What follows belongs to an exercise in optimizing a design on an open flow for a short achievable clock period and few clock cycles; a production flow would make more cautious choices. In this exercise RTL edits were held to simulation tests only and were not proved equivalent to the original. Power figures rest on the tool's default switching activity, not on a simulated workload.

### flow/config.mk
export PLATFORM = sky130hd
export DESIGN_NAME = Risc_16_bit
export DESIGN_NICKNAME = Risc_16_bit
export VERILOG_FILES = /design/flow/design.v
export SDC_FILE = /design/flow/constraint.sdc
export NUM_CORES = 4
export LEC_CHECK = 0
export ABC_CLOCK_PERIOD_IN_PS = 2000
export CAP_MARGIN = 20
export CORE_MARGIN = 2
export CORE_UTILIZATION = 40
export SETUP_SLACK_MARGIN = 4.0
export SLEW_MARGIN = 20
### flow/constraint.sdc
create_clock -name core_clock -period 6.4 [get_ports {clk}]
set_input_delay 1.2800 -clock core_clock [delete_from_list [all_inputs] [get_ports {clk}]]
set_output_delay 1.2800 -clock core_clock [all_outputs]
set_load 0.01 [all_outputs]
### flow/design.v
`timescale 1ns / 1ps
module Risc_16_bit(
 input clk,
 input rst,
 output [15:0] imem_addr,
 input  [15:0] imem_data,
 output        dmem_we,
 output [2:0]  dmem_addr,
 output [15:0] dmem_wdata
);
 integer i;
 reg [7:0]  pc;
 reg [15:0] rf  [0:7];
 reg [15:0] mem [0:7];
 reg [15:0] e_a, e_b;          
 reg [15:0] e_as;              
 reg [15:0] e_bs;              
 reg [15:0] e_nb;              
 reg        e_ci;              
 reg [2:0]  e_al;              
 reg [2:0]  e_tw [0:7];        
 reg [2:0]  e_dst;             
 reg        e_we;              
 reg        e_add, e_sub, e_not, e_sll, e_srl, e_and, e_or, e_slt, e_lw;
 reg        e_sw, e_beq, e_bne, e_pred;
 reg        e_early;           
 reg [2:0]  e_pa;
 reg        r_pend;
 reg [2:0]  r_addr;
 reg [15:0] r_data;
 reg [2:0]  e_imm;             
 reg [7:0]  e_alt;             
 reg [15:0] w_res;
 reg [2:0]  w_dst;
 reg        w_we;
 assign imem_addr = {7'd0, pc, 1'b0};
 wire [15:0] ins = imem_data;
 wire [3:0]  op  = ins[15:12];
 wire [2:0]  rs  = ins[11:9];
 wire [2:0]  rt  = ins[8:6];
 wire f_j   = (op == 4'b1101);
 wire f_beq = (op == 4'b1011);
 wire f_bne = (op == 4'b1100);
 wire f_lw  = (op == 4'b0000);
 wire f_sw  = (op == 4'b0001);
 wire f_rtype = !(f_j | f_beq | f_bne | f_lw | f_sw);
 wire f_same = (rs == rt);
 wire f_pred = (f_bne & ~f_same) | (f_beq & (f_same | ins[5]));
 wire f_sll = (op == 4'b0101);
 wire f_srl = (op == 4'b0110);
 wire f_sub = (op == 4'b0011);
 wire f_slt = (op == 4'b1001);
 wire [7:0] pc1   = pc + 8'd1;
 reg [3:0] lo_k [0:7];         
 reg [4:0] h0_k [0:7];         
 reg [4:0] h1_k [0:7];         
 integer q;
 always @(*)
  for (q = 0; q < 8; q = q + 1) begin
   lo_k[q] = {1'b0, pc1[2:0]} + q[3:0];
   h0_k[q] = pc1[7:3] + {{2{q[2]}}, q[2:0]};
   h1_k[q] = pc1[7:3] + {{2{q[2]}}, q[2:0]} + 5'd1;
  end
 wire [3:0] t_lo = lo_k[ins[2:0]];
 wire [4:0] t_h0 = h0_k[ins[5:3]];
 wire [4:0] t_h1 = h1_k[ins[5:3]];
 wire [7:0] f_tgt = {t_lo[3] ? t_h1 : t_h0, t_lo[2:0]};
 wire eq = (e_a == e_b);
 wire e_taken = (e_beq & eq) | (e_bne & ~eq);
 wire e_mis = (e_beq | e_bne) & (e_taken != e_pred);
 wire s_j   = ~e_mis & f_j;
 wire s_tgt = ~e_mis & ~f_j & f_pred;
 wire s_seq = ~e_mis & ~f_j & ~f_pred;
 wire [7:0] pc_next = ({8{e_mis}} & e_alt) | ({8{s_j}} & ins[7:0]) |
                      ({8{s_tgt}} & f_tgt) | ({8{s_seq}} & pc1);
 wire [15:0] res;
 wire fe_a = e_we & (e_dst == rs);
 wire fe_b = e_we & (e_dst == rt);
 wire fw_a = w_we & (w_dst == rs);
 wire fw_b = w_we & (w_dst == rt);
 wire [15:0] o_a = fw_a ? w_res : rf[rs];    
 wire [15:0] f_a = fe_a ? res : o_a;
 wire [15:0] f_b = fe_b ? res : fw_b ? w_res : rf[rt];
 wire [2:0]  ma = e_al + e_imm;
 reg  [7:0]  msel;
 always @(*)
  for (i = 0; i < 8; i = i + 1)
   msel[i] = (e_al == e_tw[i]);
 always @(posedge clk) begin
  if (rst) begin
   pc <= 8'd0;
   e_we <= 1'b0;
   {e_add, e_sub, e_not, e_sll, e_srl, e_and, e_or, e_slt, e_lw} <= 9'd0;
   {e_sw, e_beq, e_bne} <= 3'd0;
   w_we <= 1'b0;
  end else begin
   pc <= pc_next;
   w_we <= e_we;
   if (e_mis) begin
    e_we <= 1'b0;
    {e_add, e_sub, e_not, e_sll, e_srl, e_and, e_or, e_slt, e_lw} <= 9'd0;
    {e_sw, e_beq, e_bne} <= 3'd0;
   end else begin
    e_we  <= f_lw | f_rtype;
    e_add <= (op == 4'b0010) | (op == 4'b1010) | (op == 4'b1110) | (op == 4'b1111);
    e_sub <= f_sub;
    e_not <= (op == 4'b0100);
    e_sll <= f_sll;
    e_srl <= f_srl;
    e_and <= (op == 4'b0111);
    e_or  <= (op == 4'b1000);
    e_slt <= f_slt;
    e_lw  <= f_lw;
    e_sw  <= f_sw;
    e_beq <= f_beq;
    e_bne <= f_bne;
   end
  end
 end
 always @(posedge clk) begin
  e_early <= ~fe_a;
  e_pa <= o_a[2:0] + ins[2:0];
  r_addr <= ma;
  r_data <= e_b;
  e_a <= f_a;
  e_b <= f_b;
  e_as <= (f_sll | f_srl) ? f_a : 16'd0;
  e_bs <= (f_sll | f_srl) ? f_b : 16'd0;
  e_nb <= (f_sub | f_slt) ? ~f_b : 16'd0;
  e_ci <= f_sub | f_slt;
  e_al <= (f_lw | f_sw) ? f_a[2:0] : 3'd0;
  for (i = 0; i < 8; i = i + 1)
   e_tw[i] <= i[2:0] - ins[2:0];
  e_imm <= ins[2:0];
  e_alt <= f_pred ? pc1 : f_tgt;
  e_pred <= f_pred;
  e_dst <= f_lw ? rt : ins[5:3];
  w_res <= res;
  w_dst <= e_dst;
 end
 assign dmem_we    = r_pend | (e_sw & e_early);
 assign dmem_addr  = r_pend ? r_addr : e_pa;
 assign dmem_wdata = r_pend ? r_data : e_b;
 wire [15:0] a = e_a;
 wire [15:0] b = e_b;
 wire [15:0] sum, dif;
 wire        sco, dco;
 ks_add #(16) add_u (.x(a), .y(b),  .ci(1'b0), .s(sum), .co(sco));
 ks_add #(16) sub_u (.x(a), .y(e_nb), .ci(e_ci), .s(dif), .co(dco));
 wire        lt   = ~dco;             
 wire        big  = |e_bs[15:4];
 wire [15:0] sh1  = 16'd1 << e_bs[3:0];
 wire        sll_ok = e_sll & ~big;
 wire        srl_ok = e_srl & ~big;
 wire [15:0] shl, shr, ld;
 genvar gj, gk;
 generate
  for (gj = 0; gj < 16; gj = gj + 1) begin : shb
   wire [15:0] tl, tr;
   for (gk = 0; gk < 16; gk = gk + 1) begin : t
    if (gk <= gj) begin : l
     assign tl[gk] = sh1[gk] & e_as[gj-gk];
    end else begin : lz
     assign tl[gk] = 1'b0;
    end
    if (gj + gk < 16) begin : r
     assign tr[gk] = sh1[gk] & e_as[gj+gk];
    end else begin : rz
     assign tr[gk] = 1'b0;
    end
   end
   assign shl[gj] = |tl;
   assign shr[gj] = |tr;
  end
  for (gj = 0; gj < 16; gj = gj + 1) begin : ldb
   wire [7:0] tm;
   for (gk = 0; gk < 8; gk = gk + 1) begin : t
    assign tm[gk] = msel[gk] & mem[gk][gj];
   end
   assign ld[gj] = |tm;
  end
  for (gj = 0; gj < 16; gj = gj + 1) begin : rb
   wire [8:0] tr;
   assign tr[0] = e_add & sum[gj];
   assign tr[1] = e_sub & dif[gj];
   assign tr[2] = e_not & ~a[gj];
   assign tr[3] = sll_ok & shl[gj];
   assign tr[4] = srl_ok & shr[gj];
   assign tr[5] = e_and & a[gj] & b[gj];
   assign tr[6] = e_or & (a[gj] | b[gj]);
   assign tr[7] = (gj == 0) ? (e_slt & lt) : 1'b0;
   assign tr[8] = e_lw & ld[gj];
   assign res[gj] = |tr;
  end
 endgenerate
 always @(posedge clk) begin
  if (rst) begin
   for (i = 0; i < 8; i = i + 1) begin
    rf[i]  <= 16'd0;
    mem[i] <= 16'd0;
   end
   r_pend <= 1'b0;
  end else begin
   r_pend <= e_sw & ~(e_early & ~r_pend);
   if (w_we) rf[w_dst] <= w_res;
   for (i = 0; i < 8; i = i + 1)
    if (e_sw & msel[i]) mem[i] <= e_b;
  end
 end
endmodule
`timescale 1ns / 1ps
module ks_add #(parameter W = 16) (
 input  [W-1:0] x,
 input  [W-1:0] y,
 input          ci,
 output [W-1:0] s,
 output         co
);
 localparam N = W + 1;
 localparam L = (N <= 2) ? 1 : (N <= 4) ? 2 : (N <= 8) ? 3 : (N <= 16) ? 4 : (N <= 32) ? 5 : 6;
 wire [N-1:0] g [0:L];
 wire [N-1:0] p [0:L];
 assign g[0] = {x & y, ci};
 assign p[0] = {x ^ y, 1'b0};
 genvar l, i;
 generate
  for (l = 0; l < L; l = l + 1) begin : lv
   for (i = 0; i < N; i = i + 1) begin : bt
    if (i >= (1 << l)) begin : m
     assign g[l+1][i] = g[l][i] | (p[l][i] & g[l][i-(1<<l)]);
     assign p[l+1][i] = p[l][i] & p[l][i-(1<<l)];
    end else begin : c
     assign g[l+1][i] = g[l][i];
     assign p[l+1][i] = p[l][i];
    end
   end
  end
 endgenerate
 assign s  = p[0][N-1:1] ^ g[L][N-2:0];
 assign co = g[L][N-1];
endmodule
### flow/flow/run.sh
#!/bin/bash
# The standard layout, with one synthesis change: no full/half adder cells
# (ADDER_MAP_FILE empty), so that ABC maps the adders as plain logic.
set -euo pipefail
bash standard.sh ADDER_MAP_FILE= finish > standard.log 2>&1
### flow/standard.sh
#!/bin/bash
# synth_recipe.tcl (not shown) runs the flow's synth.tcl, then flattens the netlist and writes it again
# the make line also repeats each setting of config.mk as NAME=value (left out here)
make -C /OpenROAD-flow-scripts/flow DESIGN_CONFIG=/design/flow/config.mk WORK_HOME=/design/flow/orfs CLKGATE_MAP_FILE= SYNTH_SCRIPT=/design/flow/synth_recipe.tcl "${@:-finish}"
==> impl_metrics.env, run 1 <==
export IMPL_p_switching_uw=2420
export IMPL_die_area_um2=62800
export IMPL_crit_family="flip-flops"
export IMPL_rsz0062_at_grt="yes"
export IMPL_hold_class="flop to flop"
export IMPL_reg2reg_depth=12
export IMPL_tightest_slew_ns=0.955
export IMPL_grt_max_degree=89
export IMPL_htreeDepth=2
export IMPL_async_flop_share_pct=0
export IMPL_layout_common_cells="dfxtp_1, nand2_1, nor2_1"
export IMPL_peakVddDrop_v=0.000200
export IMPL_required_ns=5.12
export IMPL_viasPerCell=6.20
export IMPL_clockBufferDepth=3
export IMPL_cap_violations=0
export IMPL_grt_pass1_vias=22400
export IMPL_setup_violations_final=0
export IMPL_wl_um=92400
export IMPL_slowest_delay_ns=0.39
export IMPL_setup_tns_ns=0
export IMPL_fillers=5093
export IMPL_antenna_left=0
export IMPL_cts_sinks=431
export IMPL_min_path_cells=0
export IMPL_cts_tree="yes"
export IMPL_cts_root_buf="clkbuf_16"
export IMPL_syn_to_final_growth_pct=34.4
export IMPL_cp_arrival_ns=1.65
export IMPL_path_depth=3
export IMPL_antenna_found_initial=1
export IMPL_via_count=22700
export IMPL_core_region_area_um2=60200
export IMPL_period_minus_slack_ns=2.93
export IMPL_leakagePower_uw=0.0121
export IMPL_final_period_utilization_pct=45.8
export IMPL_drtPass1Iterations=6
export IMPL_io_buffers=45
export IMPL_crit_fanout=7
export IMPL_wl_per_cell_um=25.2
export IMPL_skew_ns=0.0323
export IMPL_synth_cell_type_count=97
export IMPL_p_int_uw=5420
export IMPL_crit_type="flop to output port"
export IMPL_drive_above_1_share_pct=33.3
export IMPL_setup_worst_path_end_class="output port"
export IMPL_clk_pin_slew_ns=0.06
export IMPL_dieWidth_um=251
export IMPL_seqPwrFrac_pct=40.8
export IMPL_cts_inserted_buffers=47
export IMPL_start_util_pct=40.4
export IMPL_die_h_um=251
export IMPL_slowest_stage="dfxtp_4"
export IMPL_relSlewSlack_pct=36.3
export IMPL_seq_area_frac_synth_pct=40.7
export IMPL_rows=90
export IMPL_r2r_setup_slack_ns=3.53
export IMPL_ys_flop_type="dfxtp_1"
export IMPL_fin_nets=2860
export IMPL_hold_viol=0
export IMPL_io_pins=54
export IMPL_synth_seq_cells=431
export IMPL_power_density_nw_per_um2=240
export IMPL_clock_latency_ns=0.62
export IMPL_drc=0
export IMPL_overflow=0
export IMPL_fin_util_pct=54.3
export IMPL_synth_edf_count=128
export IMPL_syn_area_um2=24300
export IMPL_syn_avg_cell_area_um2=9.13
export IMPL_cts_hold_buf=0
export IMPL_status="finished clean"
export IMPL_p_comb_share_pct=22.5
export IMPL_dp_hpwl_um=53000
export IMPL_fmaxAchievable_ghz=0.341
export IMPL_clkPwrFrac_pct=36.7
export IMPL_start_kind="flop"
export IMPL_yosys_warnings=7
export IMPL_syn_inst=2663
export IMPL_swShare_pct=30.9
export IMPL_maxSlewViolCount=0
export IMPL_drtIter0Drc=2471
export IMPL_place_congestion=0.966
export IMPL_finalPower_uw=7840
export IMPL_grt_pass1_wl_um=138000
export IMPL_path_cells="buf_12 > mux2_4 > buf_6"
export IMPL_grt_usage_pct=28.6
export IMPL_final_common_cell="dfxtp_1"
export IMPL_path_buf_inv=2
==> sequential cells by signal, indices dropped and copies added, names as in the netlist, 3 cells and up <==
register / count
mem: 128
rf: 128
e_a: 16
e_as: 16
e_b: 16
e_bs: 16
e_nb: 16
r_data: 16
w_res: 16
e_tw: 13
e_alt: 8
pc: 8
e_al: 3
e_dst: 3
e_pa: 3
r_addr: 3
w_dst: 3
==> per-layer routing <==
layer  global-route usage (%)  part of all wire, %  up-vias
met4                     14.2                  5.5        2
met5                        0                0.011        -
met1                     35.4                   38    11000
li1                         -                    -    10100
met3                     5.82                  9.3      331
met2                     47.5                   47     1264
==> worst reg2reg max path, stage by stage (launching register included) <==
cell      delay [ns]
dfxtp_4         0.36
buf_6           0.12
buf_12          0.12
xor2_4          0.23
nor3_4          0.09
buf_12          0.17
buf_12          0.16
a22oi_2         0.13
nand4_1         0.19
a2111o_1        0.48
a221oi_4        0.37
mux2i_4         0.18
and2_1          0.17
==> path summary, 6_finish.rpt <==
kind	from	to
min	e_dst[2]$_DFF_P_	w_dst[2]$_DFF_P_
max reg2reg	e_al[1]$_SDFF_PN0_	e_as[9]$_SDFF_PN0_
min reg2reg	e_dst[2]$_DFF_P_	w_dst[2]$_DFF_P_
max	r_pend$_SDFF_PP0_	dmem_wdata[15]
==> cell usage after synthesis, drive strengths merged, types with 71 or more instances <==
| library cell | count | area share, % |
|---|---|---|
| dfxtp | 303 | 25 |
| nand2 | 240 | 3.7 |
| nor2 | 224 | 3.5 |
| a21oi | 219 | 4.5 |
| clkbuf | 150 | 2.3 |
| and2 | 146 | 3.8 |
| edfxtp | 128 | 16 |
| nand3 | 118 | 2.4 |
| o21ai | 112 | 2.3 |
| buf | 97 | 2.1 |
| mux2i | 77 | 3.2 |
| mux4 | 71 | 6.6 |
==> what timing repair did <==
action / in CTS / in global routing
gates resized for setup: 767 / 136
gates cloned: 20 / 1
pin swaps: 151 / 85
setup endpoints to repair: 435 / 176
buffers inserted: 214 / 47
==> power by group through the flow <==
stage          registers, µW  logic [µW]  clock network (µW)
4_1_cts                 3180        1610                2910
3_3_place_gp            3250        1130                   0
3_5_place_dp            3260        1140                   0
6_report                3200        1760                2880
5_1_grt                 3220        1860                3010
2_1_floorplan           3090         941                   0
==> cell families (layout without fill, tap and decap cells) <==
kind of cell / after synthesis / in the layout / share of synthesized area, %
AO/OA/AOI/OAI: 686 / 686 / 19.0
XOR/XNOR: 117 / 117 / 4.35
adder cells (fa/ha/maj): 11 / 11 / 0.453
buffers and inverters: 307 / 516 / 5.29
flip-flops: 431 / 431 / 40.7
multiplexers: 177 / 177 / 11.1
other: 1 / 9 / 0.0154
AND/OR/NAND/NOR: 933 / 933 / 19.1
==> area by class of cell <==
cell class	count	area [µm²]	area share (%)
timing repair buffer	369	4350	13.3
clock buffer	64	1420	4.33
sequential	431	10100	30.8
inverter	60	302	0.922
timing repair inverter	1	6.26	0.0191
tap	782	978	2.99
clock inverter	22	229	0.700
antenna	1	2.50	0.00766
multi-input combinational	1932	15300	46.9
==> stage by stage <==
stage | setup WS, ns | std cells | hold slack [ns] | instance area, µm²
2_1_floorplan | 3.21 | 2670 | 0.326 | 24900
3_3_place_gp | 2.03 | 3293 | 0.385 | 25300
3_5_place_dp | 1.94 | 3293 | 0.388 | 25300
4_1_cts | 3.45 | 3613 | 0.392 | 31700
5_1_grt | 3.44 | 3661 | 0.399 | 32700
6_report | 3.47 | 3662 | 0.391 | 32700
Testbench counts, summed over its fixed seeds: cycles 24,801.
==> run 2, diff against run 1 <==
--- a/flow/config.mk
+++ b/flow/config.mk
@@ -10,4 +10,4 @@
 export CORE_MARGIN = 2
 export CORE_UTILIZATION = 40
-export SETUP_SLACK_MARGIN = 4.0
+export SETUP_SLACK_MARGIN = 3.7
 export SLEW_MARGIN = 20
==> impl_metrics.env, run 2 <==
export IMPL_htreeDepth=2
export IMPL_diodes=0
export IMPL_wl_per_cell_um=24.2
export IMPL_grt_pass1_wl_um=129000
export IMPL_grt_usage_pct=26.6
export IMPL_grt_pass1_vias=21000
export IMPL_synth_area_leaders="dfxtp_1, edfxtp_1, mux4_2, a21oi_1, and2_1"
export IMPL_cts_tree="yes"
export IMPL_die_area_um2=62800
export IMPL_skew_ns=0.0601
export IMPL_hold_class="flop to flop"
export IMPL_required_ns=5.12
export IMPL_synth_commonest_cells="dfxtp_1, nand2_1, nor2_1"
export IMPL_setup_worst_path_end_class="output port"
export IMPL_slowest_stage="dfxtp_4"
export IMPL_synth_top_area_share_pct=24.9
export IMPL_drtIter0Drc=2444
export IMPL_syn_area_um2=24300
export IMPL_rsz0062_at_grt="yes"
export IMPL_detailedPlace_worstSlack_ns=2.05
export IMPL_crit_fanout=6
export IMPL_largest_registers="mem: 128 flops, rf: 128 flops"
export IMPL_drive_above_1_share_pct=28.4
export IMPL_leakagePower_uw=0.0114
export IMPL_ys_flop_type="dfxtp_1"
export IMPL_io_buffers=45
export IMPL_async_flop_share_pct=0
export IMPL_overflow=0
export IMPL_period_minus_slack_ns=2.89
export IMPL_path_buf_inv=2
export IMPL_dieWidth_um=251
export IMPL_seq_area_frac_synth_pct=40.7
export IMPL_final_common_cell="dfxtp_1"
export IMPL_clockBufferDepth=3
export IMPL_antenna_left=0
export IMPL_io_pins=54
export IMPL_clock_latency_ns=0.62
export IMPL_relSlewSlack_pct=23.3
export IMPL_setup_ws_ns=3.51
export IMPL_cap_violations=0
export IMPL_syn_inst=2663
export IMPL_fin_cells=3574
export IMPL_yosys_area_top_type="dfxtp_1"
export IMPL_cts_inserted_buffers=46
export IMPL_setup_tns_ns=0
export IMPL_fmaxAchievable_ghz=0.346
export IMPL_cp_arrival_ns=1.61
export IMPL_clk_pin_slew_ns=0.07
export IMPL_yosys_warnings=7
export IMPL_cts_sinks=431
export IMPL_via_count=22100
export IMPL_final_period_utilization_pct=45.1
export IMPL_place_inst=3299
export IMPL_drtPass1Iterations=9
export IMPL_drc=0
export IMPL_fin_nets=2775
export IMPL_rows=90
export IMPL_grt_max_degree=99
export IMPL_maxSlewViolCount=0
export IMPL_status="finished clean"
export IMPL_synth_cell_type_count=97
export IMPL_tightest_slew_ns=1.15
export IMPL_start_kind="flop"
export IMPL_antenna_found_initial=1
export IMPL_die_h_um=251
export IMPL_wl_um=86600
export IMPL_setup_violations_final=0
export IMPL_start_util_pct=40.4
export IMPL_place_congestion=0.971
export IMPL_syn_to_final_growth_pct=27.3
export IMPL_core_region_area_um2=60200
export IMPL_path_cells="buf_12 > mux2_4 > buf_6"
export IMPL_synth_seq_cells=431
export IMPL_finalPower_uw=7660
export IMPL_power_density_nw_per_um2=247
export IMPL_layout_common_cells="dfxtp_1, nand2_1, nor2_1"
export IMPL_slowest_delay_ns=0.38
export IMPL_crit_type="flop to output port"
export IMPL_dp_hpwl_um=53100
export IMPL_synth_edf_count=128
export IMPL_viasPerCell=6.18
export IMPL_synth_most_common_cell="dfxtp_1"
export IMPL_hold_viol=0
export IMPL_cts_hold_buf=0
export IMPL_cts_root_buf="clkbuf_16"
export IMPL_crit_family="flip-flops"
export IMPL_syn_avg_cell_area_um2=9.13
export IMPL_peakVddDrop_v=0.000220
-- run 2: cell types whose count changed in the layout (fill, tap and decap cells not counted), moves of 9 or more --
cell           before  now
buf_4             168  151
nand2_1           212  222
buf_16             17    7
nand2_2            19   10
dlygate4sd2_1       0    9
buf_12             48   34
buf_6              97   50
-- run 2: cells by family (layout without fill, tap and decap cells) --
| kind of cell | count (synthesis) | after routing | share of synthesized area, % |
|---|---|---|---|
| AO/OA/AOI/OAI | 686 | 686 | 19.0 |
| buffers and inverters | 307 | 428 | 5.29 |
| other | 1 | 8 | 0.0154 |
| AND/OR/NAND/NOR | 933 | 934 | 19.1 |
| multiplexers | 177 | 177 | 11.1 |
| XOR/XNOR | 117 | 117 | 4.35 |
| adder cells (fa/ha/maj) | 11 | 11 | 0.453 |
| flip-flops | 431 | 431 | 40.7 |
-- run 2: power by group --
| group | internal (µW) | switching (µW) |
|---|---|---|
| registers | 2960 | 238 |
| clock network | 1670 | 1190 |
| logic | 704 | 888 |
| total | 5340 | 2320 |
-- run 2: worst paths after layout --
| check | from | endpoint | slack (ns) | cells after the start |
|---|---|---|---|---|
| worst max register to register | e_b[2]$_DFF_P_ | e_a[15]$_DFF_P_ | 3.58 | 9 |
| worst min register to register | e_dst[0]$_DFF_P_ | w_dst[0]$_DFF_P_ | 0.42 | 0 |
| worst max-delay path | r_pend$_SDFF_PP0_ | dmem_wdata[15] | 3.51 | 3 |
| worst min-delay path | e_dst[0]$_DFF_P_ | w_dst[0]$_DFF_P_ | 0.42 | 0 |
-- run 2: per-layer routing --
layer	vias to the layer above	share of wire (%)	GRT usage, %
met4	2	5.0	12.9
met3	267	8.5	4.15
met1	10800	40	34.5
met5	-	0.0081	0
li1	9892	-	-
met2	1122	47	43.3
-- run 2: cell type report --
cell class                 count  area, µm²
clock inverter                22        305
fill                        5269      29300
clock buffer                  61       1320
multi-input combinational   1933      14800
sequential                   431      10100
timing repair buffer         284       3140
inverter                      60        297
timing repair inverter         1       8.76
tap                          782        978
-- run 2: per-stage QoR --
stage / util (%) / hold slack [ns] / instance area, µm²
floorplan: - / 0.326 / 24800
finish: 51.4 / 0.418 / 31000
global route: 51.4 / 0.431 / 31000
CTS: 49.2 / 0.412 / 29600
detailed placement: 42.0 / 0.401 / 25300
global placement: 42.0 / 0.401 / 25300
-- run 2: timing repair --
| item | in CTS | in global routing |
|---|---|---|
| buffers inserted | 113 | 65 |
| pin swaps | 78 | 70 |
| gates resized for setup | 514 | 172 |
| gates cloned | 10 | 4 |
| endpoints found under the setup margin | 253 | 182 |
==> run 3, diff against run 2 <==
--- a/flow/config.mk
+++ b/flow/config.mk
@@ -10,4 +10,4 @@
 export CORE_MARGIN = 2
 export CORE_UTILIZATION = 40
-export SETUP_SLACK_MARGIN = 3.7
+export SETUP_SLACK_MARGIN = 3.5
 export SLEW_MARGIN = 20
==> impl_metrics.env, run 3 <==
export IMPL_status="finished clean"
export IMPL_cts_tree="yes"
export IMPL_timing_rr_start="e_bs[0]$_SDFF_PN0_"
export IMPL_synth_edf_count=128
export IMPL_finalPower_uw=7500
export IMPL_via_count=21300
export IMPL_final_period_utilization_pct=47.8
export IMPL_die_h_um=251
export IMPL_drc=0
export IMPL_rows=90
export IMPL_wl_um=82900
export IMPL_setup_tns_ns=0
export IMPL_antenna_found_initial=2
export IMPL_maxSlewViolCount=0
export IMPL_start_kind="flop"
export IMPL_fmaxAchievable_ghz=0.327
export IMPL_cap_violations=0
export IMPL_drtIter0Drc=2169
export IMPL_grt_usage_pct=25.3
export IMPL_syn_area_um2=24300
export IMPL_cts_hold_buf=0
export IMPL_die_area_um2=62800
export IMPL_relSlewSlack_pct=24.6
export IMPL_setup_violations_final=0
export IMPL_min_path_cells=0
export IMPL_yosys_warnings=7
export IMPL_syn_avg_cell_area_um2=9.13
export IMPL_place_congestion=0.952
export IMPL_overflow=0
export IMPL_synth_commonest_cells="dfxtp_1, nand2_1, nor2_1"
export IMPL_tightest_slew_ns=1.13
export IMPL_io_pins=54
export IMPL_worstHoldStart="e_dst[0]$_DFF_P_"
export IMPL_cts_root_buf="clkbuf_16"
export IMPL_clock_latency_ns=0.64
export IMPL_r2r_setup_slack_ns=3.40
export IMPL_synth_top_area_share_pct=24.9
export IMPL_synth_seq_cells=431
export IMPL_synth_area_leaders="dfxtp_1, edfxtp_1, mux4_2, a21oi_1, and2_1"
export IMPL_power_density_nw_per_um2=259
export IMPL_async_flop_share_pct=0
export IMPL_viasPerCell=6.11
export IMPL_period_minus_slack_ns=3.06
export IMPL_drtPass1Iterations=6
export IMPL_fin_nets=2685
export IMPL_start_util_pct=40.4
export IMPL_setup_ws_ns=3.34
export IMPL_syn_to_final_growth_pct=19.2
export IMPL_grt_pass1_wl_um=123000
export IMPL_dieWidth_um=251
export IMPL_clk_pin_slew_ns=0.06
export IMPL_htreeDepth=2
export IMPL_largest_registers="mem: 128 flops, rf: 128 flops"
export IMPL_yosys_area_top_type="dfxtp_1"
export IMPL_fin_cells=3488
export IMPL_seq_area_frac_synth_pct=40.7
export IMPL_skew_ns=0.0421
export IMPL_clockBufferDepth=3
export IMPL_layout_common_cells="dfxtp_1, nand2_1, nor2_1"
export IMPL_synth_cell_type_count=97
export IMPL_leakagePower_uw=0.0106
export IMPL_grt_pass1_vias=20200
export IMPL_cts_inserted_buffers=47
export IMPL_required_ns=5.12
export IMPL_grt_max_degree=96
export IMPL_cts_sinks=431
export IMPL_antenna_left=0
export IMPL_io_buffers=45
export IMPL_syn_inst=2663
export IMPL_r2r_end="e_nb[13]$_SDFF_PN0_"
export IMPL_ys_flop_type="dfxtp_1"
export IMPL_setup_worst_path_end_class="output port"
export IMPL_cp_arrival_ns=1.78
export IMPL_fin_util_pct=48.1
export IMPL_wl_per_cell_um=23.8
export IMPL_dp_hpwl_um=52100
export IMPL_hold_viol=0
export IMPL_drive_above_1_share_pct=20.8
export IMPL_hold_end="w_dst[0]$_DFF_P_"
export IMPL_diodes=0
export IMPL_place_inst=3298
export IMPL_synth_most_common_cell="dfxtp_1"
export IMPL_detailedPlace_worstSlack_ns=2.04
export IMPL_peakVddDrop_v=0.000242
export IMPL_reg2reg_depth=11
export IMPL_crit_type="flop to output port"
export IMPL_crit_fanout=4
export IMPL_final_common_cell="dfxtp_1"
export IMPL_rsz0062_at_grt="yes"
export IMPL_core_region_area_um2=60200
export IMPL_hold_class="flop to flop"
[run 3: per-layer routing]
metal  vias to the layer above  wire, µm  track usage (%)  part of all wire, %
met5                         -        33                0                0.040
met1                     10400     34400             33.6                   41
li1                       9693         -                -                    -
met3                       238      6360             3.64                  7.7
met4                         4      3540             10.5                  4.3
met2                       998     38600             41.2                   47
[run 3: kinds of logic (layout without fill, tap and decap cells)]
group / Yosys count / after routing / synth area share [%]
buffers and inverters: 307 / 342 / 5.29
xor gates and xnor gates: 117 / 117 / 4.35
muxes: 177 / 177 / 11.1
other: 1 / 8 / 0.0154
and+or+nand+nor: 933 / 934 / 19.1
adders and majority gates: 11 / 11 / 0.453
AOI/OAI and AO/OA: 686 / 686 / 19.0
DFF: 431 / 431 / 40.7
[run 3: worst max-delay path by stage]
stage | startpoint | end | slack [ns] | depth (start not counted)
global placement | imem_data[4] | pc[7]$_SDFF_PP0_ | 2.10 | 9
detailed placement | imem_data[4] | pc[7]$_SDFF_PP0_ | 2.04 | 9
CTS | r_pend$_SDFF_PP0_ | dmem_wdata[15] | 3.32 | 4
floorplan | imem_data[4] | pc[7]$_SDFF_PP0_ | 3.21 | 9
finish | r_pend$_SDFF_PP0_ | dmem_wdata[15] | 3.34 | 4
global route | r_pend$_SDFF_PP0_ | dmem_wdata[15] | 3.31 | 4
[run 3: timing repair]
item                                   CTS  global route
cloned                                   5             7
endpoints found under the hold margin    0             0
resized for setup                      323           109
pin swaps                               19            37
setup endpoints to repair              178           160
setup buffers                           57            33
[run 3: final cells by class]
class                           instances  area, µm²
Timing Repair inverter                  2       8.76
Tap cell                              782        978
Timing Repair Buffer                  192       2000
Multi-Input combinational cell       1933      14000
Clock buffer                           70       1450
Fill cell                            5559      31300
Sequential cell                       431      10000
Clock inverter                         18        272
Inverter                               60        277
[run 3: stage by stage]
step	area, µm²	hold slack, ns
3_5_place_dp	25200	0.399
6_report	29000	0.400
2_1_floorplan	24500	0.326
5_1_grt	29000	0.408
3_3_place_gp	25200	0.396
4_1_cts	28200	0.402
[run 3: critical path: stages, from the launching register on]
cell and delay (ns):
dfxtp_4 0.42, buf_12 0.16, buf_12 0.12, mux2_4 0.34, buf_6 0.13
[run 3: power breakdown]
group / internal (µW) / leakage (µW) / switching, µW
clock: 1750 / 0.000844 / 1200
sequential: 2960 / 0.00382 / 253
combinational: 558 / 0.00590 / 775
==> run 4, diff against run 3 <==
--- a/flow/design.v
+++ b/flow/design.v
@@ -12,8 +12,9 @@
  reg [7:0]  pc;
  reg [15:0] rf  [0:7];
+ reg [15:0] rf_sh [0:7];       
  reg [15:0] mem [0:7];
  reg [15:0] e_a, e_b;          
  reg [15:0] e_as;              
- reg [15:0] e_bs;              
+ reg [15:0] e_sh;              
  reg [15:0] e_nb;              
  reg        e_ci;              
@@ -69,9 +70,4 @@
  wire e_taken = (e_beq & eq) | (e_bne & ~eq);
  wire e_mis = (e_beq | e_bne) & (e_taken != e_pred);
- wire s_j   = ~e_mis & f_j;
- wire s_tgt = ~e_mis & ~f_j & f_pred;
- wire s_seq = ~e_mis & ~f_j & ~f_pred;
- wire [7:0] pc_next = ({8{e_mis}} & e_alt) | ({8{s_j}} & ins[7:0]) |
-                      ({8{s_tgt}} & f_tgt) | ({8{s_seq}} & pc1);
  wire [15:0] res;
  wire fe_a = e_we & (e_dst == rs);
@@ -82,4 +78,17 @@
  wire [15:0] f_a = fe_a ? res : o_a;
  wire [15:0] f_b = fe_b ? res : fw_b ? w_res : rf[rt];
+ reg  [15:0] w_sh;
+ always @(*)
+  for (i = 0; i < 16; i = i + 1)
+   w_sh[i] = ~|w_res[15:4] & (w_res[3:0] == i);
+ wire [15:0] o_sh = fw_b ? w_sh : rf_sh[rt];
+ wire f_hold = (f_sll | f_srl) & fe_b;
+ wire s_hold = ~e_mis & f_hold;
+ wire s_j    = ~e_mis & ~f_hold & f_j;
+ wire s_tgt  = ~e_mis & ~f_hold & ~f_j & f_pred;
+ wire s_seq  = ~e_mis & ~f_hold & ~f_j & ~f_pred;
+ wire [7:0] pc_next = ({8{e_mis}} & e_alt) | ({8{s_hold}} & pc) |
+                      ({8{s_j}} & ins[7:0]) | ({8{s_tgt}} & f_tgt) |
+                      ({8{s_seq}} & pc1);
  wire [2:0]  ma = e_al + e_imm;
  reg  [7:0]  msel;
@@ -97,5 +106,5 @@
    pc <= pc_next;
    w_we <= e_we;
-   if (e_mis) begin
+   if (e_mis | f_hold) begin
     e_we <= 1'b0;
     {e_add, e_sub, e_not, e_sll, e_srl, e_and, e_or, e_slt, e_lw} <= 9'd0;
@@ -126,5 +135,5 @@
   e_b <= f_b;
   e_as <= (f_sll | f_srl) ? f_a : 16'd0;
-  e_bs <= (f_sll | f_srl) ? f_b : 16'd0;
+  e_sh <= (f_sll | f_srl) ? o_sh : 16'd0;
   e_nb <= (f_sub | f_slt) ? ~f_b : 16'd0;
   e_ci <= f_sub | f_slt;
@@ -149,8 +158,7 @@
  ks_add #(16) sub_u (.x(a), .y(e_nb), .ci(e_ci), .s(dif), .co(dco));
  wire        lt   = ~dco;             
- wire        big  = |e_bs[15:4];
- wire [15:0] sh1  = 16'd1 << e_bs[3:0];
- wire        sll_ok = e_sll & ~big;
- wire        srl_ok = e_srl & ~big;
+ wire [15:0] sh1  = e_sh;
+ wire        sll_ok = e_sll;
+ wire        srl_ok = e_srl;
  wire [15:0] shl, shr, ld;
  genvar gj, gk;
@@ -198,4 +206,5 @@
    for (i = 0; i < 8; i = i + 1) begin
     rf[i]  <= 16'd0;
+    rf_sh[i] <= 16'd1;
     mem[i] <= 16'd0;
    end
@@ -203,5 +212,8 @@
   end else begin
    r_pend <= e_sw & ~(e_early & ~r_pend);
-   if (w_we) rf[w_dst] <= w_res;
+   if (w_we) begin
+    rf[w_dst] <= w_res;
+    rf_sh[w_dst] <= w_sh;
+   end
    for (i = 0; i < 8; i = i + 1)
     if (e_sw & msel[i]) mem[i] <= e_b;
--- a/flow/config.mk
+++ b/flow/config.mk
@@ -10,4 +10,4 @@
 export CORE_MARGIN = 2
 export CORE_UTILIZATION = 40
-export SETUP_SLACK_MARGIN = 3.5
+export SETUP_SLACK_MARGIN = 4.0
 export SLEW_MARGIN = 20
==> impl_metrics.env, run 4 <==
export IMPL_synth_compound_area_share_pct=15.7
export IMPL_crit_fanout=5
export IMPL_seq_area_frac_synth_pct=47.7
export IMPL_required_ns=5.12
export IMPL_hold_viol=0
export IMPL_drtIter0Drc=3204
export IMPL_antenna_left=0
export IMPL_grt_pass1_vias=24600
export IMPL_grt_max_degree=109
export IMPL_fmaxAchievable_ghz=0.324
export IMPL_via_count=25700
export IMPL_clock_latency_ns=0.67
export IMPL_place_congestion=0.970
export IMPL_synth_edf_count=256
export IMPL_slowest_stage="dfxtp_4"
export IMPL_fin_util_pct=53.3
export IMPL_final_common_cell="nand2_1"
export IMPL_clockBufferDepth=3
export IMPL_core_region_area_um2=71400
export IMPL_synth_mux_area_share_pct=10.3
export IMPL_io_buffers=45
export IMPL_synth_fa_ha_area_share_pct=0.326
export IMPL_relSlewSlack_pct=32.3
export IMPL_drive_above_1_share_pct=33.9
export IMPL_htreeDepth=2
export IMPL_dieWidth_um=272
export IMPL_cts_hold_buf=0
export IMPL_antenna_found_initial=1
export IMPL_synth_most_common_cell="nand2_1"
export IMPL_diodes=0
export IMPL_overflow=0
export IMPL_syn_avg_cell_area_um2=9.83
export IMPL_synth_cell_type_count=95
export IMPL_start_util_pct=40.4
export IMPL_path_cells="buf_16 > buf_6 > mux2_4 > buf_6"
export IMPL_synth_top_area_share_pct=26.7
export IMPL_grt_usage_pct=28.0
export IMPL_skew_ns=0.0349
export IMPL_synthSimpleGateAreaFrac_pct=17.5
export IMPL_setup_tns_ns=0
export IMPL_swShare_pct=28.9
export IMPL_crit_family="flip-flops"
export IMPL_drc=0
export IMPL_io_pins=54
export IMPL_largest_registers="mem: 128 flops, rf: 128 flops, rf_sh: 128 flops"
export IMPL_p_switching_uw=2820
export IMPL_drtPass1Iterations=9
export IMPL_layout_common_cells="nand2_1, edfxtp_1, nor2_1"
export IMPL_cap_violations=0
export IMPL_p_int_uw=6920
export IMPL_synth_area_leaders="edfxtp_1, dfxtp_1, mux4_2, nand2_1, nor2_1"
export IMPL_peakVddDrop_v=0.000251
export IMPL_clkPwrFrac_pct=38.3
export IMPL_slowest_delay_ns=0.44
export IMPL_cts_tree="yes"
export IMPL_setup_violations_final=0
export IMPL_seqPwrFrac_pct=42.9
export IMPL_syn_to_final_growth_pct=32.0
export IMPL_fin_nets=3081
export IMPL_power_density_nw_per_um2=256
export IMPL_cts_inserted_buffers=61
export IMPL_die_area_um2=74200
export IMPL_period_minus_slack_ns=3.09
export IMPL_syn_area_um2=28800
export IMPL_path_buf_inv=3
export IMPL_start_kind="flop"
export IMPL_clk_pin_slew_ns=0.06
export IMPL_cts_sinks=559
export IMPL_syn_inst=2932
export IMPL_hold_class="flop to flop"
export IMPL_tightest_slew_ns=1.02
export IMPL_async_flop_share_pct=0
export IMPL_synth_top_family_by_area="simple AND/OR/NAND/NOR gates"
export IMPL_ys_flop_type="dfxtp_1"
export IMPL_synthXorXnorAreaFrac_pct=3.53
export IMPL_yosys_area_top_type="edfxtp_1"
export IMPL_wl_um=108000
export IMPL_status="finished clean"
export IMPL_wl_per_cell_um=26.5
export IMPL_synth_seq_cells=559
export IMPL_rsz0062_at_grt="yes"
export IMPL_yosys_warnings=7
export IMPL_crit_type="flop to output port"
export IMPL_leakagePower_uw=0.0139
export IMPL_setup_worst_path_end_class="output port"
export IMPL_p_comb_share_pct=18.8
export IMPL_maxSlewViolCount=0
export IMPL_cts_root_buf="clkbuf_16"
export IMPL_rows=98
export IMPL_grt_pass1_wl_um=159000
export IMPL_critPathMostFrequentCell="buf_6"
export IMPL_viasPerCell=6.31
export IMPL_synth_commonest_cells="nand2_1, dfxtp_1, nor2_1"
export IMPL_final_period_utilization_pct=48.2
export IMPL_dp_hpwl_um=58200
export IMPL_cp_arrival_ns=1.81
export IMPL_die_h_um=272
run 4: worst paths after layout:
| kind | depth (start not counted) | slack (ns) | to | from |
|---|---|---|---|---|
| setup / recovery | 4 | 3.31 | dmem_wdata[12] | r_pend$_SDFF_PP0_ |
| hold / removal | 0 | 0.39 | w_dst[2]$_DFF_P_ | e_dst[2]$_DFF_P_ |
| setup reg to reg | 12 | 3.67 | e_alt[7]$_DFF_P_ | pc[0]$_SDFF_PP0_ |
| hold reg to reg | 0 | 0.39 | w_dst[2]$_DFF_P_ | e_dst[2]$_DFF_P_ |
run 4: metal layers:
layer	GRT usage (%)	share of wire, %	routed length (µm)	vias up
met3	4.95	9.1	9770	316
met2	45.2	47	50500	1475
met5	0	0.019	20	-
met1	36.4	39	42100	12800
li1	-	-	-	11100
met4	13.4	5.1	5510	2
run 4: kinds of logic (layout without fill, tap and decap cells):
kind of cell / count (synthesis) / in the layout
simple gates: 1066 / 1080
compound gates: 658 / 658
flops: 559 / 559
buf+inv: 349 / 511
mux: 174 / 174
xor+xnor: 116 / 116
fa+ha+maj: 9 / 9
other cells: 1 / 8
run 4: area by class of cell:
class,instances,area (µm²)
Fill cell,6064,33300
Multi-Input combinational cell,2045,16500
Sequential cell,559,14000
Timing Repair Buffer,350,3990
Clock buffer,91,1780
Tap cell,950,1190
Clock inverter,24,333
Inverter,45,230
Timing Repair inverter,1,8.76
run 4: per-stage QoR:
stage	worst slack [ns]	std cells	hold slack (ns)	power, µW	area (µm²)
global route	3.27	4065	0.408	10000	38000
detailed placement	2.03	3674	0.383	5400	30200
finish	3.31	4065	0.393	9740	38000
global placement	2.16	3673	0.387	5370	30200
CTS	3.30	3984	0.393	9530	36500
floorplan	3.34	2939	0.329	5010	30000
run 4: worst reg2reg max path, cell delays in order (launching register included):
cell	delay, ns
dfxtp_2	0.34
buf_12	0.13
buf_4	0.17
nand3_4	0.12
xor2_4	0.23
or3_4	0.40
a31oi_4	0.20
o41a_1	0.31
buf_4	0.16
nand2_2	0.06
xnor2_2	0.21
and4_1	0.23
nor3_2	0.06
run 4: repair_timing:
action	in CTS	in global routing
pin swaps	138	107
cloned	34	3
setup buffers	161	78
gates resized for setup	701	197
endpoints found under the setup margin	694	331
run 4: power groups by stage:
stage	logic [µW]	registers, µW	clock network [µW]
2_1_floorplan	974	4040	0
3_3_place_gp	1140	4230	0
3_5_place_dp	1160	4240	0
4_1_cts	1620	4160	3750
5_1_grt	1910	4190	3890
6_report	1830	4180	3730
Testbench counts of run 4, summed over its fixed seeds: cycles 24,993.
==> run 5, diff against run 4 <==
--- a/flow/design.v
+++ b/flow/design.v
@@ -15,5 +15,6 @@
  reg [15:0] mem [0:7];
  reg [15:0] e_a, e_b;          
- reg [15:0] e_as;              
+ reg [15:0] e_asl, e_asr;      
+ reg [15:0] e_bw;              
  reg [15:0] e_sh;              
  reg [15:0] e_nb;              
@@ -108,21 +109,20 @@
    if (e_mis | f_hold) begin
     e_we <= 1'b0;
-    {e_add, e_sub, e_not, e_sll, e_srl, e_and, e_or, e_slt, e_lw} <= 9'd0;
     {e_sw, e_beq, e_bne} <= 3'd0;
    end else begin
     e_we  <= f_lw | f_rtype;
-    e_add <= (op == 4'b0010) | (op == 4'b1010) | (op == 4'b1110) | (op == 4'b1111);
-    e_sub <= f_sub;
-    e_not <= (op == 4'b0100);
-    e_sll <= f_sll;
-    e_srl <= f_srl;
-    e_and <= (op == 4'b0111);
-    e_or  <= (op == 4'b1000);
-    e_slt <= f_slt;
-    e_lw  <= f_lw;
     e_sw  <= f_sw;
     e_beq <= f_beq;
     e_bne <= f_bne;
    end
+   e_add <= (op == 4'b0010) | (op == 4'b1010) | (op == 4'b1110) | (op == 4'b1111);
+   e_sub <= f_sub;
+   e_not <= (op == 4'b0100);
+   e_sll <= f_sll;
+   e_srl <= f_srl;
+   e_and <= (op == 4'b0111);
+   e_or  <= (op == 4'b1000);
+   e_slt <= f_slt;
+   e_lw  <= f_lw;
   end
  end
@@ -131,8 +131,10 @@
   e_pa <= o_a[2:0] + ins[2:0];
   r_addr <= ma;
-  r_data <= e_b;
+  r_data <= e_bw;
   e_a <= f_a;
   e_b <= f_b;
-  e_as <= (f_sll | f_srl) ? f_a : 16'd0;
+  e_asl <= f_sll ? f_a : 16'd0;
+  e_asr <= f_srl ? f_a : 16'd0;
+  e_bw <= f_sw ? f_b : 16'd0;
   e_sh <= (f_sll | f_srl) ? o_sh : 16'd0;
   e_nb <= (f_sub | f_slt) ? ~f_b : 16'd0;
@@ -150,5 +152,5 @@
  assign dmem_we    = r_pend | (e_sw & e_early);
  assign dmem_addr  = r_pend ? r_addr : e_pa;
- assign dmem_wdata = r_pend ? r_data : e_b;
+ assign dmem_wdata = r_pend ? r_data : e_bw;
  wire [15:0] a = e_a;
  wire [15:0] b = e_b;
@@ -168,10 +170,10 @@
    for (gk = 0; gk < 16; gk = gk + 1) begin : t
     if (gk <= gj) begin : l
-     assign tl[gk] = sh1[gk] & e_as[gj-gk];
+     assign tl[gk] = sh1[gk] & e_asl[gj-gk];
     end else begin : lz
      assign tl[gk] = 1'b0;
     end
     if (gj + gk < 16) begin : r
-     assign tr[gk] = sh1[gk] & e_as[gj+gk];
+     assign tr[gk] = sh1[gk] & e_asr[gj+gk];
     end else begin : rz
      assign tr[gk] = 1'b0;
@@ -217,5 +219,5 @@
    end
    for (i = 0; i < 8; i = i + 1)
-    if (e_sw & msel[i]) mem[i] <= e_b;
+    if (e_sw & msel[i]) mem[i] <= e_bw;
   end
  end
==> impl_metrics.env, run 5 <==
export IMPL_syn_inst=3046
export IMPL_maxSlewViolCount=0
export IMPL_yosys_area_top_type="edfxtp_1"
export IMPL_fmaxAchievable_ghz=0.341
export IMPL_rsz0062_at_grt="yes"
export IMPL_setup_ws_ns=3.47
export IMPL_reg2reg_depth=12
export IMPL_required_ns=5.12
export IMPL_antenna_found_initial=2
export IMPL_cts_tree="yes"
export IMPL_drtPass1Iterations=11
export IMPL_clockBufferDepth=3
export IMPL_htreeDepth=3
export IMPL_grt_max_degree=93
export IMPL_syn_avg_cell_area_um2=9.86
export IMPL_largest_registers="mem: 128 flops, rf: 128 flops, rf_sh: 128 flops"
export IMPL_cts_inserted_buffers=67
export IMPL_setup_tns_ns=0
export IMPL_fin_area_um2=38900
export IMPL_core_region_area_um2=74400
export IMPL_drc=0
export IMPL_cts_sinks=591
export IMPL_io_pins=54
export IMPL_timing_rr_start="e_al[0]$_SDFF_PN0_"
export IMPL_clk_pin_slew_ns=0.06
export IMPL_fin_nets=3186
export IMPL_crit_type="flop to output port"
export IMPL_ys_flop_type="dfxtp_1"
export IMPL_grt_pass1_vias=25500
export IMPL_grt_pass1_wl_um=157000
export IMPL_grt_usage_pct=26.4
export IMPL_hold_class="flop to flop"
export IMPL_relSlewSlack_pct=32.0
export IMPL_final_period_utilization_pct=45.8
export IMPL_synth_edf_count=256
export IMPL_cap_violations=0
export IMPL_drtIter0Drc=2993
export IMPL_start_kind="flop"
export IMPL_overflow=0
export IMPL_fillers=6363
export IMPL_drive_above_1_share_pct=31.3
export IMPL_wl_per_cell_um=25.2
export IMPL_cp_arrival_ns=1.65
export IMPL_seq_area_frac_synth_pct=47.9
export IMPL_detailedPlace_worstSlack_ns=1.81
export IMPL_crit_fanout=8
export IMPL_placed_cell_area_um2=31100
export IMPL_finalPower_uw=10000
export IMPL_leakagePower_uw=0.0141
export IMPL_yosys_warnings=7
export IMPL_die_area_um2=77300
export IMPL_power_density_nw_per_um2=258
export IMPL_skew_ns=0.0268
export IMPL_cts_hold_buf=0
export IMPL_rows=100
export IMPL_io_buffers=45
export IMPL_synth_top_area_share_pct=25.6
export IMPL_synth_seq_cells=591
export IMPL_synth_area_leaders="edfxtp_1, dfxtp_1, mux4_2, nand2_1, a21oi_1"
export IMPL_min_path_cells=0
export IMPL_critical_path_startpoint="r_pend$_SDFF_PP0_"
export IMPL_status="finished clean"
export IMPL_place_congestion=0.900
export IMPL_peakVddDrop_v=0.000251
export IMPL_tightest_slew_ns=1.02
export IMPL_synth_cell_type_count=88
export IMPL_setup_worst_path_end_class="output port"
export IMPL_async_flop_share_pct=0
export IMPL_wl_um=105000
export IMPL_r2r_end="e_al[0]$_SDFF_PN0_"
export IMPL_layout_common_cells="nand2_1, dfxtp_1, edfxtp_1"
export IMPL_synth_commonest_cells="nand2_1, dfxtp_1, nor2_1"
export IMPL_syn_to_final_growth_pct=29.4
export IMPL_setup_violations_final=0
export IMPL_syn_area_um2=30000
export IMPL_whs_ns=0.426
export IMPL_antenna_left=0
export IMPL_via_count=26000
export IMPL_synth_most_common_cell="nand2_1"
export IMPL_hold_viol=0
export IMPL_dieWidth_um=278
export IMPL_period_minus_slack_ns=2.93
export IMPL_crit_end="dmem_wdata[2]"
export IMPL_dp_hpwl_um=60900
export IMPL_r2r_setup_slack_ns=3.60
export IMPL_final_common_cell="nand2_1"
export IMPL_viasPerCell=6.20
export IMPL_die_h_um=278
export IMPL_start_util_pct=40.4
export IMPL_cts_root_buf="clkbuf_16"
export IMPL_clock_latency_ns=0.62
run 5: power breakdown:
group	switching (µW)	internal (µW)	total (µW)
Clock	1580	2290	3880
Sequential	260	4100	4360
Combinational	967	823	1790
run 5: cell type report:
class,count,area [µm²],share of cell area [%]
Multi-Input combinational cell,2111,16700,43.0
Sequential cell,591,14600,37.4
Timing Repair Buffer,348,3980,10.2
Clock buffer,92,1910,4.91
Tap cell,969,1210,3.12
Clock inverter,26,293,0.753
Inverter,49,203,0.522
Antenna cell,2,5.00,0.0129
run 5: timing repair:
action                                 4_1_cts  5_1_grt
pin swaps                                  133      100
gates resized for setup                    670      176
setup buffers                              181       66
setup endpoints to repair                  721      380
gates cloned                                25        4
endpoints found under the hold margin        0        0
run 5: stage by stage:
step | cells | utilization [%]
floorplan | 3053 | -
global placement | 3792 | 41.8
detailed placement | 3792 | 41.8
CTS | 4116 | 50.4
global route | 4188 | 52.2
finish | 4188 | 52.2
run 5: worst min path at each step:
stage / from / end / slack, ns
after floorplan: e_bw[0]$_SDFF_PN0_ / r_data[0]$_DFF_P_ / 0.33
after global placement: e_dst[2]$_DFF_P_ / w_dst[2]$_DFF_P_ / 0.40
after detailed placement: e_dst[2]$_DFF_P_ / w_dst[2]$_DFF_P_ / 0.39
after CTS: e_dst[2]$_DFF_P_ / w_dst[2]$_DFF_P_ / 0.43
after global routing: e_dst[2]$_DFF_P_ / w_dst[2]$_DFF_P_ / 0.44
final: e_dst[0]$_DFF_P_ / w_dst[0]$_DFF_P_ / 0.43
run 5: critical path, stage by stage (launching register included):
cell and delay (ns):
dfxtp_4 0.40, buf_12 0.17, mux2_4 0.34, buf_6 0.13
run 5: per-layer routing:
| metal | up-vias | share of wire [%] | track usage [%] | wire (µm) |
|---|---|---|---|---|
| met4 | 0 | 4.8 | 12.9 | 5060 |
| met3 | 318 | 7.5 | 4.05 | 7880 |
| li1 | 11400 | - | - | - |
| met1 | 12900 | 39 | 33.7 | 41400 |
| met5 | - | 0 | 0 | 0 |
| met2 | 1316 | 48 | 43.8 | 51000 |
run 5: logic make-up after synthesis:
logic type | Yosys count | share of synthesized area [%]
AO/OA/AOI/OAI | 725 | 16.9
XOR/XNOR | 111 | 3.34
adder cells (fa/ha/maj) | 14 | 0.491
buffers and inverters | 366 | 4.90
flip-flops | 591 | 47.9
multiplexers | 170 | 9.77
other | 1 | 0.0125
AND/OR/NAND/NOR | 1068 | 16.7
Testbench counts of run 5, summed over its fixed seeds: cycles 24,993.
==> run 6, diff against run 5 <==
--- a/flow/config.mk
+++ b/flow/config.mk
@@ -9,5 +9,5 @@
 export CAP_MARGIN = 20
 export CORE_MARGIN = 2
-export CORE_UTILIZATION = 40
+export CORE_UTILIZATION = 30
 export SETUP_SLACK_MARGIN = 4.0
 export SLEW_MARGIN = 20
==> impl_metrics.env, run 6 <==
export IMPL_synth_most_common_cell="nand2_1"
export IMPL_power_density_nw_per_um2=248
export IMPL_grt_max_degree=78
export IMPL_clk_pin_slew_ns=0.07
export IMPL_reg2reg_depth=12
export IMPL_clock_latency_ns=0.67
export IMPL_required_ns=5.12
export IMPL_overflow=0
export IMPL_skew_ns=0.0402
export IMPL_crit_type="flop to output port"
export IMPL_cts_tree="yes"
export IMPL_rsz0062_at_grt="yes"
export IMPL_cts_sinks=591
export IMPL_wl_um=103000
export IMPL_leakagePower_uw=0.0139
export IMPL_min_path_cells=0
export IMPL_place_congestion=0.881
export IMPL_setup_tns_ns=0
export IMPL_drive_above_1_share_pct=30.9
export IMPL_io_pins=54
export IMPL_grt_usage_pct=19.1
export IMPL_syn_to_final_growth_pct=29.0
export IMPL_yosys_warnings=7
export IMPL_layout_common_cells="nand2_1, dfxtp_1, edfxtp_1"
export IMPL_cts_inserted_buffers=57
export IMPL_setup_ws_ns=3.41
export IMPL_syn_avg_cell_area_um2=9.86
export IMPL_synth_top_area_share_pct=25.6
export IMPL_syn_area_um2=30000
export IMPL_viasPerCell=5.68
export IMPL_rows=116
export IMPL_async_flop_share_pct=0
export IMPL_crit_fanout=6
export IMPL_drtPass1Iterations=10
export IMPL_detailedPlace_worstSlack_ns=1.87
export IMPL_final_period_utilization_pct=46.7
export IMPL_ys_flop_type="dfxtp_1"
export IMPL_antenna_found_initial=4
export IMPL_syn_inst=3046
export IMPL_peakVddDrop_v=0.000193
export IMPL_yosys_area_top_type="edfxtp_1"
export IMPL_dp_hpwl_um=58100
export IMPL_fin_util_pct=38.9
export IMPL_period_minus_slack_ns=2.99
export IMPL_largest_registers="mem: 128 flops, rf: 128 flops, rf_sh: 128 flops"
export IMPL_drc=0
export IMPL_hold_class="flop to flop"
export IMPL_dieWidth_um=320
export IMPL_start_util_pct=30.1
export IMPL_synth_area_leaders="edfxtp_1, dfxtp_1, mux4_2, nand2_1, a21oi_1"
export IMPL_grt_pass1_vias=23700
export IMPL_htreeDepth=2
export IMPL_final_common_cell="nand2_1"
export IMPL_tightest_slew_ns=1.05
export IMPL_drtIter0Drc=3217
export IMPL_setup_worst_path_end_class="output port"
export IMPL_whs_ns=0.412
export IMPL_die_h_um=320
export IMPL_die_area_um2=103000
export IMPL_grt_pass1_wl_um=152000
export IMPL_status="finished clean"
export IMPL_cts_hold_buf=0
export IMPL_start_kind="flop"
export IMPL_core_region_area_um2=99700
export IMPL_synth_seq_cells=591
export IMPL_fin_nets=3157
export IMPL_hold_viol=0
export IMPL_synth_cell_type_count=88
export IMPL_cap_violations=0
export IMPL_synth_commonest_cells="nand2_1, dfxtp_1, nor2_1"
export IMPL_seq_area_frac_synth_pct=47.9
export IMPL_via_count=25500
export IMPL_synth_edf_count=256
export IMPL_setup_violations_final=0
export IMPL_cts_root_buf="clkbuf_16"
export IMPL_clockBufferDepth=3
export IMPL_antenna_left=0
export IMPL_io_buffers=45
export IMPL_wl_per_cell_um=23.0
export IMPL_maxSlewViolCount=0
export IMPL_relSlewSlack_pct=30.1
export IMPL_cp_arrival_ns=1.71
export IMPL_fmaxAchievable_ghz=0.335
==> run 6: changes by cell type in the layout (fill, tap and decap cells not counted), moves of 5 or more <==
cell and change:
mux2i_1 +7, buf_8 +7, buf_16 -7, buf_4 -24, a22oi_1 -13, buf_6 +11
xor2_1 -5, clkbuf_16 -16, a22oi_2 +13
==> run 6: through the flow <==
| step | cell area, µm² | power (µW) | instances |
|---|---|---|---|
| detailed placement | 31600 | 5540 | 4125 |
| finish | 38800 | 9630 | 4483 |
| global placement | 31600 | 5530 | 4125 |
| CTS | 37400 | 9430 | 4416 |
| global route | 38800 | 9930 | 4482 |
| floorplan | 31000 | 5200 | 3053 |
==> run 6: final timing paths <==
check / start / end / slack (ns)
max: r_pend$_SDFF_PP0_ / dmem_wdata[8] / 3.41
min: e_dst[2]$_DFF_P_ / w_dst[2]$_DFF_P_ / 0.41
max reg2reg: e_al[0]$_SDFF_PN0_ / e_bw[14]$_SDFF_PN0_ / 3.58
min reg2reg: e_dst[2]$_DFF_P_ / w_dst[2]$_DFF_P_ / 0.41
==> run 6: kinds of logic (layout without fill, tap and decap cells) <==
kind of cell	Yosys count	count (layout)	synth area share, %
AO/OA/AOI/OAI	725	725	16.9
XOR/XNOR	111	111	3.34
adder cells (fa/ha/maj)	14	14	0.491
buffers and inverters	366	487	4.90
flip-flops	591	591	47.9
multiplexers	170	170	9.77
other	1	9	0.0125
AND/OR/NAND/NOR	1068	1078	16.7
==> run 6: repair_timing <==
item,CTS,global route
resized for setup,667,180
pin swaps,126,120
buffers inserted,163,64
cloned,24,2
setup endpoints to repair,694,370
==> run 6: per-layer routing <==
layer  GRT usage [%]  share of wire, %
met1            26.2                41
met2            30.5                46
met5               0             0.019
met4            5.50               3.0
met3            3.91               9.5
==> run 6: final cells by class <==
class	count	area [µm²]
clock buffers	82	1600
diodes	1	2.50
repair buffers	334	3840
clock inverters	22	290
well taps	1298	1620
inverters	49	205
multi-input cells	2106	16600
flip-flops and latches	591	14600
fillers	9410	60900
==> run 6: critical path: stages, from the launching register on <==
cell	delay, ns
dfxtp_4	0.42
buf_16	0.16
mux2_4	0.34
buf_6	0.13
==> run 6: power by group <==
| group | switching [µW] | total (µW) | internal [µW] |
|---|---|---|---|
| clock | 1560 | 3520 | 1950 |
| sequential | 242 | 4340 | 4090 |
| combinational | 967 | 1780 | 811 |
==> run 7, diff against run 6 <==
--- a/flow/config.mk
+++ b/flow/config.mk
@@ -9,5 +9,5 @@
 export CAP_MARGIN = 20
 export CORE_MARGIN = 2
-export CORE_UTILIZATION = 30
-export SETUP_SLACK_MARGIN = 4.0
+export CORE_UTILIZATION = 40
+export SETUP_SLACK_MARGIN = 3.7
 export SLEW_MARGIN = 20
==> impl_metrics.env, run 7 <==
export IMPL_status="finished clean"
export IMPL_cp_arrival_ns=1.70
export IMPL_yosys_warnings=7
export IMPL_crit_type="flop to output port"
export IMPL_maxSlewViolCount=0
export IMPL_async_flop_share_pct=0
export IMPL_final_period_utilization_pct=46.5
export IMPL_power_density_nw_per_um2=267
export IMPL_synth_area_leaders="edfxtp_1, dfxtp_1, mux4_2, nand2_1, a21oi_1"
export IMPL_largest_registers="mem: 128 flops, rf: 128 flops, rf_sh: 128 flops"
export IMPL_tightest_slew_ns=1.11
export IMPL_syn_area_um2=30000
export IMPL_fin_nets=3072
export IMPL_relSlewSlack_pct=26.1
export IMPL_critPathMostFrequentCell="buf_12"
export IMPL_viasPerCell=6.17
export IMPL_clock_latency_ns=0.62
export IMPL_synth_edf_count=256
export IMPL_period_minus_slack_ns=2.98
export IMPL_die_area_um2=77300
export IMPL_setup_worst_path_end_class="output port"
export IMPL_clk_pin_slew_ns=0.06
export IMPL_synth_most_common_cell="nand2_1"
export IMPL_final_common_cell="nand2_1"
export IMPL_ys_flop_type="dfxtp_1"
export IMPL_cap_violations=0
export IMPL_wl_um=101000
export IMPL_layout_common_cells="nand2_1, dfxtp_1, edfxtp_1"
export IMPL_fillers=6654
export IMPL_via_count=25100
export IMPL_cts_inserted_buffers=66
export IMPL_setup_tns_ns=0
export IMPL_drtIter0Drc=3037
export IMPL_peakVddDrop_v=0.000180
export IMPL_synth_cell_type_count=88
export IMPL_synth_seq_cells=591
export IMPL_crit_fanout=6
export IMPL_yosys_area_top_type="edfxtp_1"
export IMPL_slowest_stage="dfxtp_4"
export IMPL_antenna_found_initial=0
export IMPL_wl_per_cell_um=24.8
export IMPL_drc=0
export IMPL_path_cells="buf_12 > buf_12 > mux2_4 > buf_6"
export IMPL_place_congestion=0.949
export IMPL_syn_avg_cell_area_um2=9.86
export IMPL_io_buffers=45
export IMPL_cts_sinks=591
export IMPL_syn_inst=3046
export IMPL_diodes=0
export IMPL_core_region_area_um2=74400
export IMPL_dp_hpwl_um=59900
export IMPL_slowest_delay_ns=0.38
export IMPL_cts_hold_buf=0
export IMPL_setup_violations_final=0
export IMPL_skew_ns=0.0222
export IMPL_hold_viol=0
export IMPL_antenna_left=0
export IMPL_io_pins=54
export IMPL_synth_commonest_cells="nand2_1, dfxtp_1, nor2_1"
export IMPL_grt_usage_pct=25.2
export IMPL_rows=100
export IMPL_grt_pass1_wl_um=150000
export IMPL_cts_root_buf="clkbuf_16"
export IMPL_cts_tree="yes"
export IMPL_rsz0062_at_grt="yes"
export IMPL_dieWidth_um=278
export IMPL_seq_area_frac_synth_pct=47.9
export IMPL_leakagePower_uw=0.0132
export IMPL_clockBufferDepth=3
export IMPL_start_util_pct=40.4
export IMPL_die_h_um=278
export IMPL_syn_to_final_growth_pct=21.1
export IMPL_grt_max_degree=106
export IMPL_required_ns=5.12
export IMPL_start_kind="flop"
export IMPL_finalPower_uw=9690
export IMPL_overflow=0
export IMPL_drive_above_1_share_pct=24.0
export IMPL_grt_pass1_vias=24100
export IMPL_synth_top_area_share_pct=25.6
export IMPL_hold_class="flop to flop"
export IMPL_fmaxAchievable_ghz=0.336
export IMPL_drtPass1Iterations=10
export IMPL_htreeDepth=3
==> run 7: changes by cell type in the layout (fill, tap and decap cells not counted), sizes merged, moves of 2 or more <==
| cell | before | now |
|---|---|---|
| bufbuf | 9 | 4 |
| clkinv | 14 | 12 |
| clkinvlp | 5 | 3 |
| clkbuf | 85 | 103 |
| clkdlybuf4s15 | 1 | 6 |
| dlygate4sd2 | 0 | 5 |
| inv | 47 | 49 |
| bufinv | 5 | 3 |
| buf | 321 | 222 |
| nand2b | 30 | 26 |
==> run 7: critical path, delay by kind of cell (launching register included) <==
| family | cells | cell delay [ns] |
|---|---|---|
| buffers and inverters | 3 | 0.39 |
| DFF | 1 | 0.38 |
| muxes | 1 | 0.32 |
==> run 7: metal layers <==
layer	part of all wire [%]	global-route usage, %
met4	4.5	10.8
met3	7.6	4.02
met1	40	32.6
met5	0	0
met2	48	41.7
==> run 7: worst paths after layout <==
| kind | slack (ns) | from | cells after the start | endpoint |
|---|---|---|---|---|
| max | 3.42 | r_pend$_SDFF_PP0_ | 4 | dmem_wdata[13] |
| min | 0.45 | mem[0][0]$_SDFFE_PP0P_ | 2 | mem[0][0]$_SDFFE_PP0P_ |
| max reg2reg | 3.55 | e_al[0]$_SDFF_PN0_ | 12 | e_nb[0]$_SDFF_PN0_ |
| min reg2reg | 0.45 | mem[0][0]$_SDFFE_PP0P_ | 2 | mem[0][0]$_SDFFE_PP0P_ |
==> run 7: through the flow <==
step / cell area (µm²) / worst slack [ns] / hold WS [ns] / util (%) / instances
after floorplan: 30500 / 3.37 / 0.329 / - / 3053
after global placement: 30900 / 1.83 / 0.441 / 41.5 / 3796
after detailed placement: 30900 / 1.84 / 0.446 / 41.5 / 3797
after CTS: 35100 / 3.41 / 0.454 / 47.1 / 4006
after global routing: 36400 / 3.38 / 0.469 / 48.9 / 4071
final: 36400 / 3.42 / 0.454 / 48.9 / 4071
==> run 7: kinds of logic (layout without fill, tap and decap cells) <==
group	Yosys count	after routing	synth area share [%]
compound gates	725	725	16.9
xor+xnor	111	111	3.34
fa+ha+maj	14	14	0.491
buf+inv	366	407	4.90
flops	591	591	47.9
mux	170	170	9.77
other cells	1	8	0.0125
simple gates	1068	1076	16.7
==> run 7: cell type report <==
class / instances / area [µm²] / share of cell area, %
flip-flops and latches: 591 / 14500 / 40.0
inverters: 49 / 199 / 0.547
multi-input cells: 2104 / 15600 / 42.8
clock inverters: 18 / 224 / 0.616
clock buffers: 98 / 2000 / 5.49
repair buffers: 242 / 2650 / 7.28
well taps: 969 / 1210 / 3.33
==> run 7: report_power, final <==
| part | switching [µW] | internal, µW |
|---|---|---|
| clock network | 1590 | 2300 |
| logic | 843 | 624 |
| registers | 243 | 4090 |
| total | 2680 | 7010 |
==> run 7: timing repair <==
action | CTS | global route
resized for setup | 394 | 168
hold endpoints to repair | 0 | 0
gates cloned | 14 | 4
setup endpoints to repair | 477 | 176
pin swaps | 40 | 79
setup buffers | 79 | 61

[separate check: timing with driven ports]
No port has a modelled driver above. Below, the same layouts with a new extraction and two added sets of constraints.
Step 1 assumes that a clkbuf_16 drives the clock port and a buf_2 every other input.
Step 2 adds t to the input delays and takes it off the output delays; t is the mean of the earliest and latest rising clock arrival at the registers after step 1. Input paths then give back, and output paths get back, about the clock's delay inside the block.
Slacks: ideal / step 1 / step 2; pairs: ideal / step 1.
run	shift t [ns]	setup slack, ns	worst setup path after step 2
run 1	0.667	3.471 / 3.407 / 3.008	input to register
run 2	0.653	3.512 / 3.453 / 3.074	input to register
run 3	0.676	3.339 / 3.280 / 2.879	input to register
run 4	0.726	3.314 / 3.241 / 2.971	input to register
run 5	0.668	3.467 / 3.407 / 3.051	input to register
run 6	0.714	3.412 / 3.347 / 3.022	input to register
run 7	0.673	3.423 / 3.356 / 3.029	input to register
After both steps every run listed still meets setup and hold. For run 1, which loses most, drivers alone change the setup slack by -0.064 ns; drivers and shift together by -0.463 ns.
